What follows belongs to an exercise in optimizing a design on an open flow for small area; a production flow would make more cautious choices. The RTL was checked by simulation tests, not by an equivalence proof against the original design. Power is estimated from default activity; no workload was simulated.

==> flow/design.v <==
module filter(
input                       clk,
input                       rst,
input                       fclk,
input[15:0]                rd_left_data,
input[15:0]                rd_right_data,
output[31:0]               tx_left_data,
output[31:0]               tx_right_data,
input[3:0]                 gain_one,
input[3:0]                 gain_two,
input[3:0]                 gain_thr,
input[3:0]                 gain_fou,
input[3:0]                 gain_fiv,
input[3:0]                 gain_six,
input[3:0]                 gain_sev
    );
reg  [4:0] ph;           
reg        busy;         
reg  [2:0] band;         
reg  [4:0] k;            
reg        fin;          
reg        xpend;        
reg        xact;         
reg  [4:0] xc;           
always @(posedge clk)
  if (rst) ph <= 5'd0;
  else     ph <= (ph == 5'd21) ? 5'd0 : ph + 5'd1;
wire strobe = fclk & ~rst;
wire last_k = (k == 5'd21);
always @(posedge clk)
  if (rst) begin
    busy <= 1'b0; band <= 3'd0; k <= 5'd0; fin <= 1'b0;
    xpend <= 1'b0; xact <= 1'b0; xc <= 5'd0;
  end else begin
    fin <= busy & last_k & (band == 3'd5);
    if (strobe) begin
      busy <= 1'b1; band <= 3'd0; k <= 5'd0;
    end else if (busy) begin
      k <= last_k ? 5'd0 : k + 5'd1;
      if (last_k) begin
        band <= band + 3'd1;
        if (band == 3'd5) begin busy <= 1'b0; xpend <= 1'b1; end
      end
    end
    if (xpend & (ph == 5'd20)) begin
      xpend <= 1'b0; xact <= 1'b1; xc <= 5'd0;
    end else if (xact) begin
      xc <= xc + 5'd1;
      if (xc == 5'd22) xact <= 1'b0;
    end
  end
wire a_splice = xact & (xc != 5'd0);
wire b_bypass = xact & (xc <= 5'd20);
wire b_insert = xact & (xc == 5'd21);
reg signed [14:0] coef;
always @(*) begin
  case ({band,ph})
    {3'd0,5'd0}: coef = 15'sd0;
    {3'd0,5'd1}: coef = 15'sd0;
    {3'd0,5'd2}: coef = 15'sd1;
    {3'd0,5'd3}: coef = 15'sd2;
    {3'd0,5'd4}: coef = 15'sd3;
    {3'd0,5'd5}: coef = 15'sd5;
    {3'd0,5'd6}: coef = 15'sd9;
    {3'd0,5'd7}: coef = 15'sd13;
    {3'd0,5'd8}: coef = 15'sd19;
    {3'd0,5'd9}: coef = 15'sd27;
    {3'd0,5'd10}: coef = 15'sd36;
    {3'd0,5'd11}: coef = 15'sd47;
    {3'd0,5'd12}: coef = 15'sd59;
    {3'd0,5'd13}: coef = 15'sd73;
    {3'd0,5'd14}: coef = 15'sd87;
    {3'd0,5'd15}: coef = 15'sd100;
    {3'd0,5'd16}: coef = 15'sd120;
    {3'd0,5'd17}: coef = 15'sd130;
    {3'd0,5'd18}: coef = 15'sd140;
    {3'd0,5'd19}: coef = 15'sd150;
    {3'd0,5'd20}: coef = 15'sd160;
    {3'd0,5'd21}: coef = 15'sd170;
    {3'd1,5'd0}: coef = 15'sd0;
    {3'd1,5'd1}: coef = 15'sd2;
    {3'd1,5'd2}: coef = 15'sd4;
    {3'd1,5'd3}: coef = 15'sd10;
    {3'd1,5'd4}: coef = 15'sd19;
    {3'd1,5'd5}: coef = 15'sd35;
    {3'd1,5'd6}: coef = 15'sd58;
    {3'd1,5'd7}: coef = 15'sd92;
    {3'd1,5'd8}: coef = 15'sd140;
    {3'd1,5'd9}: coef = 15'sd200;
    {3'd1,5'd10}: coef = 15'sd270;
    {3'd1,5'd11}: coef = 15'sd360;
    {3'd1,5'd12}: coef = 15'sd470;
    {3'd1,5'd13}: coef = 15'sd590;
    {3'd1,5'd14}: coef = 15'sd710;
    {3'd1,5'd15}: coef = 15'sd850;
    {3'd1,5'd16}: coef = 15'sd980;
    {3'd1,5'd17}: coef = 15'sd1110;
    {3'd1,5'd18}: coef = 15'sd1230;
    {3'd1,5'd19}: coef = 15'sd1320;
    {3'd1,5'd20}: coef = 15'sd1400;
    {3'd1,5'd21}: coef = 15'sd1440;
    {3'd2,5'd0}: coef = -15'sd1;
    {3'd2,5'd1}: coef = -15'sd4;
    {3'd2,5'd2}: coef = -15'sd14;
    {3'd2,5'd3}: coef = -15'sd32;
    {3'd2,5'd4}: coef = -15'sd65;
    {3'd2,5'd5}: coef = -15'sd110;
    {3'd2,5'd6}: coef = -15'sd180;
    {3'd2,5'd7}: coef = -15'sd260;
    {3'd2,5'd8}: coef = -15'sd340;
    {3'd2,5'd9}: coef = -15'sd400;
    {3'd2,5'd10}: coef = -15'sd410;
    {3'd2,5'd11}: coef = -15'sd330;
    {3'd2,5'd12}: coef = -15'sd120;
    {3'd2,5'd13}: coef = 15'sd230;
    {3'd2,5'd14}: coef = 15'sd760;
    {3'd2,5'd15}: coef = 15'sd1460;
    {3'd2,5'd16}: coef = 15'sd2290;
    {3'd2,5'd17}: coef = 15'sd3200;
    {3'd2,5'd18}: coef = 15'sd4130;
    {3'd2,5'd19}: coef = 15'sd4970;
    {3'd2,5'd20}: coef = 15'sd5650;
    {3'd2,5'd21}: coef = 15'sd6100;
    {3'd3,5'd0}: coef = 15'sd1;
    {3'd3,5'd1}: coef = 15'sd4;
    {3'd3,5'd2}: coef = 15'sd10;
    {3'd3,5'd3}: coef = 15'sd14;
    {3'd3,5'd4}: coef = 15'sd10;
    {3'd3,5'd5}: coef = -15'sd2;
    {3'd3,5'd6}: coef = 15'sd0;
    {3'd3,5'd7}: coef = 15'sd55;
    {3'd3,5'd8}: coef = 15'sd200;
    {3'd3,5'd9}: coef = 15'sd420;
    {3'd3,5'd10}: coef = 15'sd580;
    {3'd3,5'd11}: coef = 15'sd440;
    {3'd3,5'd12}: coef = -15'sd270;
    {3'd3,5'd13}: coef = -15'sd1680;
    {3'd3,5'd14}: coef = -15'sd3600;
    {3'd3,5'd15}: coef = -15'sd5440;
    {3'd3,5'd16}: coef = -15'sd6320;
    {3'd3,5'd17}: coef = -15'sd5450;
    {3'd3,5'd18}: coef = -15'sd2490;
    {3'd3,5'd19}: coef = 15'sd2110;
    {3'd3,5'd20}: coef = 15'sd7130;
    {3'd3,5'd21}: coef = 15'sd11030;
    {3'd4,5'd0}: coef = -15'sd1;
    {3'd4,5'd1}: coef = -15'sd2;
    {3'd4,5'd2}: coef = 15'sd3;
    {3'd4,5'd3}: coef = 15'sd17;
    {3'd4,5'd4}: coef = 15'sd24;
    {3'd4,5'd5}: coef = 15'sd8;
    {3'd4,5'd6}: coef = 15'sd0;
    {3'd4,5'd7}: coef = 15'sd65;
    {3'd4,5'd8}: coef = 15'sd160;
    {3'd4,5'd9}: coef = 15'sd29;
    {3'd4,5'd10}: coef = -15'sd580;
    {3'd4,5'd11}: coef = -15'sd1350;
    {3'd4,5'd12}: coef = -15'sd1270;
    {3'd4,5'd13}: coef = 15'sd590;
    {3'd4,5'd14}: coef = 15'sd3600;
    {3'd4,5'd15}: coef = 15'sd5160;
    {3'd4,5'd16}: coef = 15'sd2620;
    {3'd4,5'd17}: coef = -15'sd3650;
    {3'd4,5'd18}: coef = -15'sd9280;
    {3'd4,5'd19}: coef = -15'sd8970;
    {3'd4,5'd20}: coef = -15'sd1530;
    {3'd4,5'd21}: coef = 15'sd8110;
    {3'd5,5'd0}: coef = 15'sd0;
    {3'd5,5'd1}: coef = 15'sd2;
    {3'd5,5'd2}: coef = 15'sd0;
    {3'd5,5'd3}: coef = -15'sd19;
    {3'd5,5'd4}: coef = -15'sd34;
    {3'd5,5'd5}: coef = 15'sd37;
    {3'd5,5'd6}: coef = 15'sd180;
    {3'd5,5'd7}: coef = 15'sd120;
    {3'd5,5'd8}: coef = -15'sd360;
    {3'd5,5'd9}: coef = -15'sd730;
    {3'd5,5'd10}: coef = 15'sd0;
    {3'd5,5'd11}: coef = 15'sd1500;
    {3'd5,5'd12}: coef = 15'sd1550;
    {3'd5,5'd13}: coef = -15'sd1090;
    {3'd5,5'd14}: coef = -15'sd3600;
    {3'd5,5'd15}: coef = -15'sd1690;
    {3'd5,5'd16}: coef = 15'sd3700;
    {3'd5,5'd17}: coef = 15'sd5590;
    {3'd5,5'd18}: coef = 15'sd0;
    {3'd5,5'd19}: coef = -15'sd6870;
    {3'd5,5'd20}: coef = -15'sd5600;
    {3'd5,5'd21}: coef = 15'sd3150;
    default: coef = 15'sd0;
  endcase
end
reg [3:0] gdiv;
reg [4:0] dc;            
reg       dact;
always @(posedge clk)
  if (rst) begin dact <= 1'b0; dc <= 5'd0; end
  else if (((busy & (k == 5'd0) & (band != 3'd0)) | fin)) begin
    dact <= 1'b1; dc <= 5'd0;
  end else if (dact) begin
    dc <= dc + 5'd1;
    if (dc == 5'd12) dact <= 1'b0;
  end
always @(posedge clk)
  if ((busy & (k == 5'd0) & (band != 3'd0)) | fin)
    case (band)
      3'd1: gdiv <= gain_one;
      3'd2: gdiv <= gain_thr;
      3'd3: gdiv <= gain_fou;
      3'd4: gdiv <= gain_fiv;
      3'd5: gdiv <= gain_six;
      default: gdiv <= gain_sev;
    endcase
wire dload = (busy & (k == 5'd0) & (band != 3'd0)) | fin;
wire dstep = dact & (dc < 5'd12);
wire dacc  = dact & (dc == 5'd12);
wire oclr  = strobe;
chan L(.clk(clk), .in(rd_left_data), .strobe(strobe), .ph(ph), .busy(busy), .first(k == 5'd0),
       .coef(coef), .a_splice(a_splice), .b_bypass(b_bypass), .b_insert(b_insert),
       .dload(dload), .dstep(dstep), .dacc(dacc), .gain(gdiv), .oclr(oclr), .out(tx_left_data));
chan R(.clk(clk), .in(rd_right_data), .strobe(strobe), .ph(ph), .busy(busy), .first(k == 5'd0),
       .coef(coef), .a_splice(a_splice), .b_bypass(b_bypass), .b_insert(b_insert),
       .dload(dload), .dstep(dstep), .dacc(dacc), .gain(gdiv), .oclr(oclr), .out(tx_right_data));
endmodule
module chan(
input             clk,
input [15:0]      in,
input             strobe,
input [4:0]       ph,
input             busy,
input             first,
input signed [14:0] coef,
input             a_splice,
input             b_bypass,
input             b_insert,
input             dload,
input             dstep,
input             dacc,
input [3:0]       gain,
input             oclr,
output [31:0]     out
);
reg [15:0] ra [0:21];
reg [15:0] rb [0:21];
reg [15:0] y;
integer i;
always @(posedge clk) begin
  for (i = 1; i < 22; i = i + 1) begin
    ra[i] <= ra[i-1];
    rb[i] <= rb[i-1];
  end
  ra[0] <= a_splice ? y : ra[21];
  rb[0] <= b_insert ? ra[20] : (b_bypass ? rb[20] : rb[21]);
  if (strobe)        y <= in;
  else if (a_splice) y <= ra[21];
end
wire [15:0] av = (ph == 5'd0) ? y : ra[0];
wire signed [15:0] avs = av;
wire signed [15:0] bvs = rb[0];
wire signed [16:0] p = avs + bvs;
wire signed [31:0] prd = coef * p;
reg [31:0] acc;
always @(posedge clk)
  if (busy) acc <= (first ? 32'd0 : acc) + prd;
wire        sg_n = acc[31];
wire [23:0] nab  = sg_n ? (~acc[31:8] + {23'd0, (acc[7:0] == 8'd0)}) : acc[31:8];
reg        sg;
reg [11:0] rr;
reg [11:0] nq;
wire [12:0] tt = {rr, nq[11]};
wire        ge = (tt >= 13'd3125);
wire [12:0] td = tt - 13'd3125;
always @(posedge clk)
  if (dload) begin
    sg <= sg_n; rr <= nab[23:12]; nq <= nab[11:0];
  end else if (dstep) begin
    rr <= ge ? td[11:0] : tt[11:0];
    nq <= {nq[10:0], ge};
  end
wire [15:0] prod = nq * gain;
reg  [18:0] o;
always @(posedge clk)
  if (oclr) o <= 19'd0;
  else if (dacc) o <= sg ? o - {3'd0, prod} : o + {3'd0, prod};
assign out = {{13{o[18]}}, o};
endmodule
==> flow/run.sh <==
#!/bin/bash
# synth_recipe.tcl (not shown) runs the flow's synth.tcl, then flattens the netlist and writes it again
# the make line also repeats each setting of config.mk as NAME=value (left out here)
make -C /OpenROAD-flow-scripts/flow DESIGN_CONFIG=/design/flow/config.mk WORK_HOME=/design/flow/orfs CLKGATE_MAP_FILE= SYNTH_SCRIPT=/design/flow/synth_recipe.tcl finish
==> flow/config.mk <==
export PLATFORM = sky130hd
export DESIGN_NAME = filter
export DESIGN_NICKNAME = filter
export VERILOG_FILES = /design/flow/design.v
export SDC_FILE = /design/flow/constraint.sdc
export NUM_CORES = 4
export LEC_CHECK = 0
export CAP_MARGIN = 20
export CORE_MARGIN = 2
export CORE_UTILIZATION = 40
export PLACE_DENSITY = 0.6
export SLEW_MARGIN = 20
==> flow/constraint.sdc <==
create_clock -name core_clock -period 100.0 [get_ports {clk}]
set_input_delay 20.0000 -clock core_clock [delete_from_list [all_inputs] [get_ports {clk}]]
set_output_delay 20.0000 -clock core_clock [all_outputs]
set_load 0.01 [all_outputs]
==> results.toml <==
[sta]
tns_ns = 0
finalMaxSlewViolations = 0
fmax_mhz = 45.1
worst_slack_ns = 77.80
tightest_slew_ns = 1.17
rsz0062_at_grt = "no"
fin_hold_ws_ns = 0.289
slew_headroom_pct = 21.8
finalClockSkew_ns = 0.0938
finalSetupViolCount = 0
post-route-period-util_pct = 22.2
hold_viol = 0
min_period_ns = 22.20

[critical_path]
crit_type = "in2reg"
critPathArrivalTime_ns = 22.84
worst_setup_path_end_kind = "register"
path_max_fanout = 36
critPathRequiredTime_ns = 100.65
startpoint_type = "primary input"

[detailed_routing]
drc = 0
drtIter0Drc = 2434
vias_per_cell = 4.77
routed_wl_um = 147000
vias = 41800
drt-wirelength-per-cell_um = 16.8
antenna_left = 0
drtPass1Iterations = 6

[synth]
synth_flop_cell = "dfxtp_1"
ys_top_cells_by_area = "dfxtp_1, fa_1, edfxtp_1"
syn_nets = 7200
syn_inst = 6203
synth.cell_area_um2 = 69200
yosysWarnings = 4
yosysMostFrequentCell = "dfxtp_1"
synth_cell_types = 76
seq_area_frac_synth_pct = 49.2
synth_edf_count = 150
postSynthAreaPerCell_um2 = 11.2
synthArstFlopShare_pct = 0
yosysTopAreaCell = "dfxtp_1"
synth_common_cells = "dfxtp_1, inv_1, fa_1"
ys_seq_elements = 1624
synth_top_area_share_pct = 42.7

[grt]
grt_pass1_wl_um = 236000
grt_overflow = 0
grt_usage_pct = 17.0
gr-usage-met1_pct = 22.8
busiest_layer = "met2"
grt_max_degree = 89
antenna_found_initial = 1
gr-usage-met2_pct = 27.7
grt_pass1_vias = 43300
use_met3_pct = 2.64

[cts]
cts_root_buffer = "clkbuf_16"
ctsResizeCount = 0
clkSinkCount = 1624
path_clk_slew_ns = 0.07
clock_latency_ns = 0.82
hold_buffers = 0
cts_buffers = 152
cts_tree = "built"
post_cts_buffers = 0
clockBufferDepth = 3
h-tree-depth = 4

[final_layout]
drive_gt1_share_pct = 6.80
fin_area_um2 = 78400
area_growth_pct = 13.4
num-nets-final = 7325

[pwr]
irDropWorstVdd_mv = 0.0174
p_per_area_nw_per_um2 = 17.0
leakagePower_uw = 0.0342
power_uw = 1330

[placement]
pre_cts_slack_ns = 76.99
portBuffers = 122
place_area_um2 = 73000
hpwl_um = 106000
globalplace.congestion = 0.890

[floorplanning]
die_h_um = 420
initial_utilization_pct = 40.3
die_w_um = 420
rows = 152
core_area_um2 = 172000
die-area_um2 = 176000
ios = 127

[hold_path]
min_path_type = "reg2reg"

[job]
maxCapViolations = 0

[outcome]
status = "no timing/DRC/antenna violations"
==> worst paths after layout <==
kind,startpoint,to,slack (ns),cells past startpoint
worst min-delay path,L.ra[2][14],L.ra[3][14],0.29,0
worst max-delay path,rst,xpend,77.80,6
worst max register to register,ph[1],L.acc[24],87.75,40
worst min register to register,L.ra[2][14],L.ra[3][14],0.29,0
==> metrics by stage <==
step | utilization, % | cells
5_1_grt | 45.7 | 8762
2_1_floorplan | - | 6203
6_report | 45.7 | 8768
3_5_place_dp | 42.5 | 8483
4_1_cts | 45.6 | 8761
3_3_place_gp | 42.5 | 8482
==> area by class of cell <==
| class | instances | area (um2) |
|---|---|---|
| clock buffer | 209 | 4370 |
| timing repair buffer | 184 | 1700 |
| multi-input combinational | 3590 | 31500 |
| tap | 2310 | 2890 |
| inverter | 776 | 2910 |
| sequential | 1624 | 34000 |
| clock inverter | 69 | 992 |
| antenna | 6 | 15.0 |
| fill | 15800 | 93300 |
==> registers in the layout, summed over array words and instances, names as in the netlist, 12 cells and up <==
name and count:
L.rr 12, L.y 16, R.acc 32, R.y 16, L.ra 352, R.rb 352
R.nq 12, R.ra 352, L.acc 32, L.rb 352, L.o 19, L.nq 12
R.rr 12, R.o 19
==> layout by cell type (no fill, tap or decap), types with 47 or more instances in the layout <==
cell type / n
mux2_2: 66
nand2b_1: 82
nand2_1: 549
clkdlybuf4s50_1: 122
dfxtp_1: 1471
a21o_1: 59
inv_1: 769
xor2_1: 97
clkbuf_16: 155
xnor2_1: 183
ha_1: 337
nor3_1: 47
nor2b_1: 101
edfxtp_1: 150
and2_1: 81
nor2_1: 477
fa_1: 597
o21ai_0: 188
a21oi_1: 270
buf_4: 61
==> metal layers <==
layer | up-vias | share of wire (%)
met5 | - | 0
li1 | 20000 | -
met3 | 234 | 4.1
met2 | 852 | 47
met1 | 20700 | 46
met4 | 0 | 3.4
==> critical path, cell delays in order <==
cell and delay, ns:
clkdlybuf4s50_1 0.84, nor2b_4 0.96, buf_4 0.70, nor3_1 0.13, nor2_1 0.13, nor2_1 0.05
==> power by group <==
| group | switching (uW) | total [uW] | internal (uW) | leakage [uW] |
|---|---|---|---|---|
| clock network | 251 | 594 | 343 | 0.00261 |
| logic | 46.9 | 73.1 | 26.1 | 0.0183 |
| registers | 4.09 | 666 | 662 | 0.0133 |
| total | 302 | 1330 | 1030 | 0.0342 |
==> cell families (layout without fill, tap and decap cells) <==
| kind of cell | after synthesis | count (layout) | synth area share (%) |
|---|---|---|---|
| adders and majority gates | 934 | 934 | 23.4 |
| DFF | 1624 | 1624 | 49.2 |
| muxes | 113 | 113 | 1.75 |
| and+or+nand+nor | 1483 | 1483 | 9.69 |
| xor gates and xnor gates | 281 | 281 | 3.56 |
| other | 0 | 6 | 0 |
| buffers and inverters | 989 | 1238 | 5.51 |
| AOI/OAI and AO/OA | 779 | 779 | 6.95 |

[static timing again, ports no longer ideal]
No port has a modelled driver above. Below, the same layout with a new extraction and two added sets of constraints. Step 1 assumes that a clkbuf_16 drives the clock port and a buf_2 every other input. Step 2 also shifts input and output timing later by t, the mid clock arrival at the registers, as if the neighbouring blocks saw the same clock. Three values: no drivers, after step 1, after step 2; two values: the first two.
t, ns: 0.851
setup slack, ns: 77.804 / 77.834 / 76.983
hold WS [ns]: 0.289 / 0.289 / 0.289
worst register clock-pin slew, ns: 0.07 / 0.07
pins driven straight from the clock port: 1
After both steps setup and hold are still met in this run. The setup slack of this run moves by +0.030 ns with the drivers and by -0.821 ns with both steps.
